From an optimization exercise on the open Yosys and OpenROAD flow, aimed at small area and a short achievable clock period; shortcuts taken in it are not production practice.
The RTL was checked by simulation tests, not by an equivalence proof against the original design.

Setup of v56:
// cordic
module cordic (
    input  wire        clk,
    input  wire        rst,
    input  wire        valid_i,
    input  wire signed [16:0] x_i,
    input  wire signed [16:0] y_i,
    output wire        valid_o,
    output wire signed [16:0] x_o,
    output wire signed [16:0] y_o
    );
    reg [15:0] vp;
    always @(posedge clk)
        if (rst) vp <= 16'd0;
        else     vp <= {vp[14:0], valid_i};
    assign valid_o = vp[15];
    wire [16:0] ax, ay;
    assign ax = x_i[16] ? -x_i : x_i;
    assign ay = y_i[16] ? -y_i : y_i;
    reg [16:0] rx_a, ry_a;
    reg rd_a;
    always @(posedge clk) begin rx_a <= ax; ry_a <= ay; rd_a <= |y_i[15:0]; end
    wire [16:0] x0, y0, xs0, ys0, nx0, ny0;
    wire d0;
    assign x0 = rx_a; assign y0 = ry_a;
    assign d0 = rd_a;
    assign xs0 = x0;
    assign ys0 = y0;
    wire [16:0] nx0_b = ys0 ^ {17{1'b0}};
    wire [16:0] nx0_s;
    wire [17:0] nx0_s_p, nx0_s_g;
    assign nx0_s_g[0] = 1'b0;
    assign nx0_s_p[0] = 1'b0;
    assign nx0_s_p[1] = x0[0] ^ nx0_b[0];
    assign nx0_s_g[1] = x0[0] & nx0_b[0];
    assign nx0_s_p[2] = x0[1] ^ nx0_b[1];
    assign nx0_s_g[2] = x0[1] & nx0_b[1];
    assign nx0_s_p[3] = x0[2] ^ nx0_b[2];
    assign nx0_s_g[3] = x0[2] & nx0_b[2];
    assign nx0_s_p[4] = x0[3] ^ nx0_b[3];
    assign nx0_s_g[4] = x0[3] & nx0_b[3];
    assign nx0_s_p[5] = x0[4] ^ nx0_b[4];
    assign nx0_s_g[5] = x0[4] & nx0_b[4];
    assign nx0_s_p[6] = x0[5] ^ nx0_b[5];
    assign nx0_s_g[6] = x0[5] & nx0_b[5];
    assign nx0_s_p[7] = x0[6] ^ nx0_b[6];
    assign nx0_s_g[7] = x0[6] & nx0_b[6];
    assign nx0_s_p[8] = x0[7] ^ nx0_b[7];
    assign nx0_s_g[8] = x0[7] & nx0_b[7];
    assign nx0_s_p[9] = x0[8] ^ nx0_b[8];
    assign nx0_s_g[9] = x0[8] & nx0_b[8];
    assign nx0_s_p[10] = x0[9] ^ nx0_b[9];
    assign nx0_s_g[10] = x0[9] & nx0_b[9];
    assign nx0_s_p[11] = x0[10] ^ nx0_b[10];
    assign nx0_s_g[11] = x0[10] & nx0_b[10];
    assign nx0_s_p[12] = x0[11] ^ nx0_b[11];
    assign nx0_s_g[12] = x0[11] & nx0_b[11];
    assign nx0_s_p[13] = x0[12] ^ nx0_b[12];
    assign nx0_s_g[13] = x0[12] & nx0_b[12];
    assign nx0_s_p[14] = x0[13] ^ nx0_b[13];
    assign nx0_s_g[14] = x0[13] & nx0_b[13];
    assign nx0_s_p[15] = x0[14] ^ nx0_b[14];
    assign nx0_s_g[15] = x0[14] & nx0_b[14];
    assign nx0_s_p[16] = x0[15] ^ nx0_b[15];
  ...
Size in the first run: ~580 flip-flops, about 72 I/O pins.
Settings: LEC_CHECK=0, ABC_AREA=1, CAP_MARGIN=20, CORE_MARGIN=2, CORE_UTILIZATION=40, SETUP_SLACK_MARGIN=2.0, SLEW_MARGIN=20; clock period 4.6 ns.
run.sh (not shown) runs the stock make flow with config.mk's settings and CLKGATE_MAP_FILE= SYNTH_SCRIPT=/design/flow/synth_recipe.tcl, a recipe that flattens the netlist after the stock synthesis.
#### Input delta (v57 over v56)
- swapping 2.0 for 2.1 in SETUP_SLACK_MARGIN
- putting CTS_CLUSTER_DIAMETER at 120 where nothing was set
- putting PLACE_DENSITY at 0.7 where nothing was set
- putting CTS_CLUSTER_SIZE at 20 where nothing was set
==> flow/flow/run.sh (new file) <==
#!/bin/bash
# The standard layout (standard.sh: ORFS from synthesis to the final layout), with one change:
# ADDER_MAP_FILE is empty, so ORFS's synthesis skips Yosys's full/half adder extraction and abc maps
# the adders' logic like the rest. Everything else, including the registers, is the standard flow.
set -euo pipefail
cd "$(dirname "$0")/.."
export ADDER_MAP_FILE=
bash standard.sh > standard.log 2>&1
==> flow/standard.sh (new file) <==
#!/bin/bash
# synth_recipe.tcl (not shown) runs the flow's synth.tcl, then flattens the netlist and writes it again
# the make line also repeats each setting of config.mk as NAME=value (left out here)
make -C /OpenROAD-flow-scripts/flow DESIGN_CONFIG=/design/flow/config.mk WORK_HOME=/design/flow/orfs CLKGATE_MAP_FILE= SYNTH_SCRIPT=/design/flow/synth_recipe.tcl "${@:-finish}"
removed: flow/run.sh
Notes after the runs:
- v57 did not stop at any stage, and its layout met the timing, DRC and antenna checks.
- In terms of hold slack, v56 and v57 differ only marginally.
- Looking only at first-pass GRT wire length, and setting everything else aside, the lower value of v56 and v57 goes to v56.
- In v57 the clock period minus final worst setup slack turned out 0.48 ns lower than in v56.
- Share of the clock period used by the worst path after layout | v57 below v56
- Combinational family with the most area after synthesis: simple AND/OR/NAND/NOR gates -> v57, adder cells -> v56
- Between v56 and v57, smallest setup slack after layout is lower for v56, v57 comes in above that.
- Diff v56 -> v57: combined buffer and inverter count along the critical path shrank by 2, area of all placed cells without fillers shrank by 4400 sq um, multi-input gate count grew by 74%.
- Total routing usage reported by global routing is higher on v56
Inputs modified between v57 and v46:
- clearing CTS_CLUSTER_DIAMETER, which used to be 120
- swapping 2.1 for 1.5 in SETUP_SLACK_MARGIN
- clearing CTS_CLUSTER_SIZE, which used to be 20
- clearing PLACE_DENSITY, which used to be 0.7
==> flow/run.sh (new file) <==
#!/bin/bash
# synth_recipe.tcl (not shown) runs the flow's synth.tcl, then flattens the netlist and writes it again
# the make line also repeats each setting of config.mk as NAME=value (left out here)
make -C /OpenROAD-flow-scripts/flow DESIGN_CONFIG=/design/flow/config.mk WORK_HOME=/design/flow/orfs CLKGATE_MAP_FILE= SYNTH_SCRIPT=/design/flow/synth_recipe.tcl finish
removed: flow/flow/run.sh
removed: flow/standard.sh
==> comparison <==
- Comparing v46 against v57, there is no change at all in sum of negative setup slack.
- The insertion delay of the later-clocked pin in the worst-skew pair number comes out higher for v46 vs v57.
- The final reports for v46 and v57 show adder-cell share of the synthesized area higher in the former.
- Largest net degree at the start of global routing, v46 vs v57: down by more than a quarter
- Taking v57 as the reference, in v46 via count went down 9354, number of detailed-routing iterations run before antenna repair shows a reduction of 3.
- Higher xor and xnor area share after synthesis among v46 and v57: v46
- Taking v57 as 1.0, v46 lands at 2.7 on clock-buffer cell count.
- Looking at maximum fanout count along the critical path across v46 and v57, the one that comes out lower is v57.
- Going from v57 to v46, synthesized instance count shrank by more than a quarter.

==> what the ideal ports hide <==
The results above use ideal ports. As a check the final layouts listed here were re-extracted and re-timed, cells and wires unchanged. Step 1, drivers: a clkbuf_16 drives clk and a buf_2 each remaining input, both assumed. Step 2 also shifts input and output timing later by t, the mid clock arrival at the registers, as if the neighbouring blocks saw the same clock. a / b / c = ideal ports / drivers / drivers and shift; a / b = the first two.
run | t, ns | setup slack, ns | worst hold slack (ns) | worst slew at a driven data input, ns
v56 | 0.677 | 1.717 / 1.717 / 1.717 | 0.400 / 0.400 / 0.400 | 0.05
v57 | 0.627 | 2.193 / 2.132 / 1.620 | 0.401 / 0.401 / 0.401 | 0.04
v46 | 0.656 | 1.629 / 1.629 / 1.629 | 0.400 / 0.400 / 0.400 | 0.05
After both steps every run listed still meets setup and hold. The setup slack of v57, which loses most, moves by -0.061 ns with the drivers and by -0.573 ns with both steps.
